Source: an optimization exercise on an open RTL-to-GDS flow (aim: small area). Production flows keep margins and buffers that such runs may drop. Only simulation tests tie the RTL to the original design; equivalence was not proved. No driver is modelled on the clock port, so clock power and skew are understated where the tree is cut down; a real chip needs a root buffer or a tree. No activity file was given, so power comes from the tool's default toggle rates.

==> flow/design.v <==
`timescale 1ns / 1ps
module top_module_project(clk, reset, rx_in, tx_out, auth_out, tx_busy_out);
input  wire clk;
input  wire reset;
input  wire rx_in;
output wire tx_out;
output wire auth_out;
output wire tx_busy_out;
    reg [12:0] n;
    wire tick = n[12] & n[10] & n[6] & n[4] & n[3];
    always @(posedge clk or posedge reset)
        if (reset) n <= 13'd0;
        else       n <= tick ? 13'd1 : n + 13'd1;
    localparam R_PAR = 4'b1000, R_STOP = 4'b1001, R_VALID = 4'b1010,
               R_IDLE = 4'b1011, R_START = 4'b1111;
    reg [3:0] rs;
    wire rx_valid = (rs == R_VALID);
    wire rx_bit   = tick & ~rs[3];           
    always @(posedge clk or posedge reset)
        if (reset) rs <= R_IDLE;
        else case (rs)
            R_IDLE, R_VALID: rs <= rx_in ? R_IDLE : R_START;
            R_START: if (tick) rs <= rx_in ? R_IDLE : 4'b0000;
            R_STOP:  if (tick) rs <= rx_in ? R_VALID : R_IDLE;
            default: if (tick) rs <= rs + 4'd1;
        endcase
    reg        auth;
    reg  [1:0] cnt;
    reg        m;                            
    reg  [7:0] A, r;
    reg        o2, o3;                       
    reg        p;                            
    wire [7:0] ch = (cnt == 2'd1) ? 8'h34 : (cnt == 2'd3) ? 8'h36 : 8'h31;
    wire       eq = (A == ch);
    localparam T_PAR = 4'b1000, T_TAIL = 4'b1001, T_IDLE = 4'b1010,
               T_START = 4'b1110, T_SB = 4'b1111;
    reg [3:0] ts;
    wire pending = (ts == T_START);
    wire trig    = auth & (cnt == 2'd3) & n[0];    
    always @(posedge clk or posedge reset)
        if (reset) begin
            auth <= 1'b0;
            cnt  <= 2'd0;
        end else begin
            if (rx_valid | trig) cnt <= cnt + 2'd1;
            if (rx_valid & ~auth & (cnt == 2'd3)) auth <= m & eq;
        end
    wire op_sh = rx_bit & auth & (cnt == 2'd2) & ~rs[2];
    always @(posedge clk)
        if (rx_valid & ~auth)
            m <= eq & ((cnt == 2'd0) | m);
        else if (op_sh)
            m <= p;
    wire       win  = pending & (n[12:8] == 5'd0);
    wire       proc = win & n[7] & ~n[3];
    wire [2:0] j    = n[2:0];
    wire [2:0] s    = n[6:4];
    wire       at_i = (j == ~s);
    wire       lastp = (s == 3'd7);
    wire       a = A[0];
    wire       b = r[0];
    reg        c, f;
    wire [3:0] op  = {o3, o2, p, m};
    wire       mul   = ~o3 & ~o2 & p & ~m;           
    wire       sub   = ~o3 & ~o2 & ~p & m;           
    wire       arith = ~o3 & ~o2 & ~(p & m);         
    wire       lg    = ~o3 & o2;                     
    wire       shl   = o3 & ~o2 & ~p & ~m;           
    wire       shr   = o3 & ~o2 & ~p & m;            
    wire       act   = mul | lastp;                  
    wire       isor = lg & ~p & m;
    wire       y    = a & (f | ~mul | at_i);
    wire       ci   = c | isor;
    wire       ys   = y ^ sub;
    wire       fa_s = b ^ y ^ ci;
    wire       fa_c = (ys & b) | (ys & ci) | (b & ci);
    wire       out  = ~act ? b :
                      (arith | (lg & ~(p & m))) ? (((mul & at_i) | (lg & ~p)) ? fa_c : fa_s) :
                      lg  ? ~a :
                      shl ? c :
                      shr ? (A[1] & (j != 3'd7)) : 1'b0;
    always @(posedge clk) begin
        c <= proc & (j != 3'd7) & act & ((arith & ~(mul & at_i) & fa_c) | (shl & a));
        f <= proc & (j != 3'd7) & (at_i ? b : f);
    end
    wire a_rx  = rx_bit & (~auth | (cnt == 2'd0));
    wire a_rot = trig | proc | (win & (n[3:0] == 4'd8));
    always @(posedge clk)
        if (a_rx | a_rot) A <= {a_rot ? A[0] : rx_in, A[7:1]};
    wire tx_sh = tick & ~ts[3] & (ts[2:0] != 3'd7);
    wire r_rx  = rx_bit & auth & (cnt == 2'd1);
    always @(posedge clk)
        if (proc | tx_sh | r_rx) r <= {proc ? out : rx_in, r[7:1]};
    always @(posedge clk)
        if (op_sh) {o3, o2} <= {rx_in, o3};
    always @(posedge clk or posedge reset)
        if (reset)                   ts <= T_IDLE;
        else if (trig)               ts <= T_START;
        else if (tick & (ts != T_IDLE)) ts <= ts + 4'd1;
    always @(posedge clk)
        if (op_sh) p <= o2;
        else if (tick) p <= (ts == T_SB) ? 1'b0 : ts[3] ? p : (p ^ r[0]);
    assign tx_out      = (ts == T_SB) ? 1'b0 : ~ts[3] ? r[0] : (ts == T_PAR) ? p : 1'b1;
    assign tx_busy_out = (ts != T_IDLE);
    assign auth_out    = auth;
endmodule
export LEC_CHECK = 0
export CAP_MARGIN = 20
export CORE_MARGIN = 2
export CORE_UTILIZATION = 65
export SLEW_MARGIN = 20
create_clock -name core_clock -period 6.0 [get_ports {clk}]
standard.sh (not shown) runs the stock make flow with config.mk's settings and CLKGATE_MAP_FILE= SYNTH_SCRIPT=/design/flow/synth_recipe.tcl, a recipe that flattens the netlist after the stock synthesis.
==> flow/flow/run.sh <==
#!/bin/bash
# The standard layout (standard.sh) with three changes, all made through a
# copy of the ORFS scripts folder:
#  - synthesis: ABC maps with the area script flow/abc_area.script, and adders are
#    left to ABC rather than mapped to adder cells first (registers are unchanged);
#  - clock tree: instead of TritonCTS's H-tree, the clock sinks are split into
#    three groups by position, each driven by one clock buffer placed at its
#    centroid (flow/split_clock.tcl); the clock port drives only these buffers;
#  - port buffers use the smallest buffer cell.
set -euo pipefail
W=$(pwd)
S="$W/scripts_mod"
rm -rf "$S"
cp -r "$FLOW_HOME/scripts" "$S"
cp "$W/flow/abc_area.script" "$S/abc_area.script"
cp "$W/flow/split_clock.tcl" "$S/split_clock.tcl"
grep -q '^log_cmd clock_tree_synthesis {\*}$cts_args$' "$S/cts.tcl"
sed -i 's|^log_cmd clock_tree_synthesis {\*}$cts_args$|source $::env(SCRIPTS_DIR)/split_clock.tcl\nsplit_buffer_clock clk sky130_fd_sc_hd__buf_6 3\nset_propagated_clock [all_clocks]|' "$S/cts.tcl"
SCRIPTS_DIR="$S" ABC_AREA=1 ADDER_MAP_FILE= bash standard.sh synth > synth.log 2>&1
SCRIPTS_DIR="$S" BUFFER_PORTS_ARGS="-buffer_cell sky130_fd_sc_hd__buf_1" bash standard.sh > layout.log 2>&1
Other scripts of this flow, unchanged in this note and not shown: flow/flow/abc_area.script, flow/flow/split_clock.tcl
Rerun with:
==> flow/design.v (replaced) <==
`timescale 1ns / 1ps
module top_module_project(clk, reset, rx_in, tx_out, auth_out, tx_busy_out);
input  wire clk;
input  wire reset;
input  wire rx_in;
output wire tx_out;
output wire auth_out;
output wire tx_busy_out;
    reg [12:0] n;
    wire tick = n[12] & n[10] & n[6] & n[4] & n[3];
    always @(posedge clk or posedge reset)
        if (reset) n <= 13'd0;
        else       n <= tick ? 13'd1 : n + 13'd1;
    localparam R_PAR = 4'b1000, R_STOP = 4'b1001, R_VALID = 4'b1010,
               R_IDLE = 4'b1011, R_START = 4'b1111;
    reg [3:0] rs;
    wire rx_valid = (rs == R_VALID);
    wire rx_bit   = tick & ~rs[3];           
    always @(posedge clk or posedge reset)
        if (reset) rs <= R_IDLE;
        else case (rs)
            R_IDLE, R_VALID: rs <= rx_in ? R_IDLE : R_START;
            R_START: if (tick) rs <= rx_in ? R_IDLE : 4'b0000;
            R_STOP:  if (tick) rs <= rx_in ? R_VALID : R_IDLE;
            default: if (tick) rs <= rs + 4'd1;
        endcase
    reg        auth;
    reg  [1:0] cnt;
    reg        m;                            
    reg  [7:0] A, r;
    reg        p;                            
    wire [7:0] ch = (cnt == 2'd1) ? 8'h34 : (cnt == 2'd3) ? 8'h36 : 8'h31;
    wire       eq = (A == ch);
    wire       hold = auth & cnt[1];         
    wire       send = auth & (cnt == 2'd3);
    wire       early = (n[12:2] == 11'd0);   
    always @(posedge clk or posedge reset)
        if (reset) begin
            auth <= 1'b0;
            cnt  <= 2'd0;
        end else begin
            if (rx_valid | (send & tick)) cnt <= cnt + 2'd1;
            if (rx_valid & ~auth & (cnt == 2'd3)) auth <= m & eq;
        end
    wire op_sh = rx_bit & auth & (cnt == 2'd2) & ~rs[2];
    always @(posedge clk)
        if (rx_valid & ~auth)
            m <= eq & ((cnt == 2'd0) | m);
        else if (op_sh)
            m <= p;
    localparam T_PAR = 4'b1000, T_TAIL = 4'b1001, T_IDLE = 4'b1010, T_SB = 4'b1111;
    reg [3:0] ts;
    wire       c = ts[2], f = ts[3];
    wire       win  = send & (n[12:8] == 5'd0);
    wire       proc = win & n[7] & ~n[3];
    wire [2:0] j    = n[2:0];
    wire [2:0] s    = n[6:4];
    wire       at_i = (j == ~s);
    wire       lastp = (s == 3'd7);
    wire       a = A[0];
    wire       b = r[0];
    wire       o3 = ts[1], o2 = ts[0];
    wire       mul   = ~o3 & ~o2 & p & ~m;           
    wire       sub   = ~o3 & ~o2 & ~p & m;           
    wire       arith = ~o3 & ~o2 & ~(p & m);         
    wire       lg    = ~o3 & o2;                     
    wire       shl   = o3 & ~o2 & ~p & ~m;           
    wire       shr   = o3 & ~o2 & ~p & m;            
    wire       act   = mul | lastp;                  
    wire       isor = lg & ~p & m;
    wire       y    = a & (f | ~mul | at_i);
    wire       ci   = c | isor;
    wire       ys   = y ^ sub;
    wire       fa_s = b ^ y ^ ci;
    wire       fa_c = (ys & b) | (ys & ci) | (b & ci);
    wire       out  = ~act ? b :
                      (arith | (lg & ~(p & m))) ? (((mul & at_i) | (lg & ~p)) ? fa_c : fa_s) :
                      lg  ? ~a :
                      shl ? c :
                      shr ? (A[1] & (j != 3'd7)) : 1'b0;
    wire       c_n = proc & (j != 3'd7) & act & ((arith & ~(mul & at_i) & fa_c) | (shl & a));
    wire       f_n = proc & (j != 3'd7) & (at_i ? b : f);
    wire a_rx  = rx_bit & (~auth | (cnt == 2'd0));
    wire a_rot = proc | (win & ((n[3:0] == 4'd8) | (early & n[0])));
    always @(posedge clk)
        if (a_rx | a_rot) A <= {a_rot ? A[0] : rx_in, A[7:1]};
    wire tx_d  = ~hold & ~ts[3];                  
    wire tx_sh = tick & tx_d & (ts[2:0] != 3'd7);
    wire r_rx  = rx_bit & auth & (cnt == 2'd1);
    always @(posedge clk)
        if (proc | tx_sh | r_rx) r <= {proc ? out : rx_in, r[7:1]};
    always @(posedge clk or posedge reset)
        if (reset)                      ts <= T_IDLE;
        else if (send & tick)           ts <= T_SB;
        else if (send)                  ts[3:2] <= {f_n, c_n};
        else if (op_sh)                 ts[1:0] <= {rx_in, ts[1]};
        else if (~hold & tick & (ts != T_IDLE)) ts <= ts + 4'd1;
    always @(posedge clk)
        if (op_sh) p <= ts[0];
        else if (tick & ~hold) p <= (ts == T_SB) ? 1'b0 : ts[3] ? p : (p ^ r[0]);
    assign tx_out      = hold ? 1'b1 : (ts == T_SB) ? 1'b0 : ~ts[3] ? r[0] : (ts == T_PAR) ? p : 1'b1;
    assign tx_busy_out = hold ? (cnt[0] & ~early) : (ts != T_IDLE);
    assign auth_out    = auth;
endmodule
Effect: Core utilization fell by 1.1 points; final area fell by about 3%; register-to-register slack got worse by 0.02 ns; critical path depth fell by 1; power fell by 7.9%; wire length rose by about 1.6%; via count rose by about 1.3%; hold slack got worse by 0.0037 ns; cell count rose by 0.79%; setup slack got worse by 0.15 ns; global-route usage rose by 0.92 points; sequential cell count fell by 4; combinational power fell by 3.9%.
In every run of this note, the design's own scripts or RTL, not TritonCTS, make the clock network.

## what the ideal ports hide
In the flow no input, the clock included, has a driving cell. The finished layouts below were timed again as built, in two steps.
Step 1 sets driving cells, clkbuf_16 on the clock port and buf_2 on the other inputs (assumed; they add their load-dependent delay and slew).
Step 2 times the ports against the registers' clock, not the clock port: input delays grow and output delays shrink by t, the midpoint of the rising clock arrivals with the driver on.
a / b / c = no drivers / after step 1 / after step 2; a / b = the first two.
run	t, ns	setup WS [ns]	slew at the worst register clock pin (ns)	worst data-port slew with drivers (ns)
the first run	0.171	3.493 / 3.446 / 3.511	0.10 / 0.10	0.03
the second run	0.166	3.340 / 3.293 / 3.459	0.09 / 0.09	0.03
After both steps setup and hold are still met in every run listed.
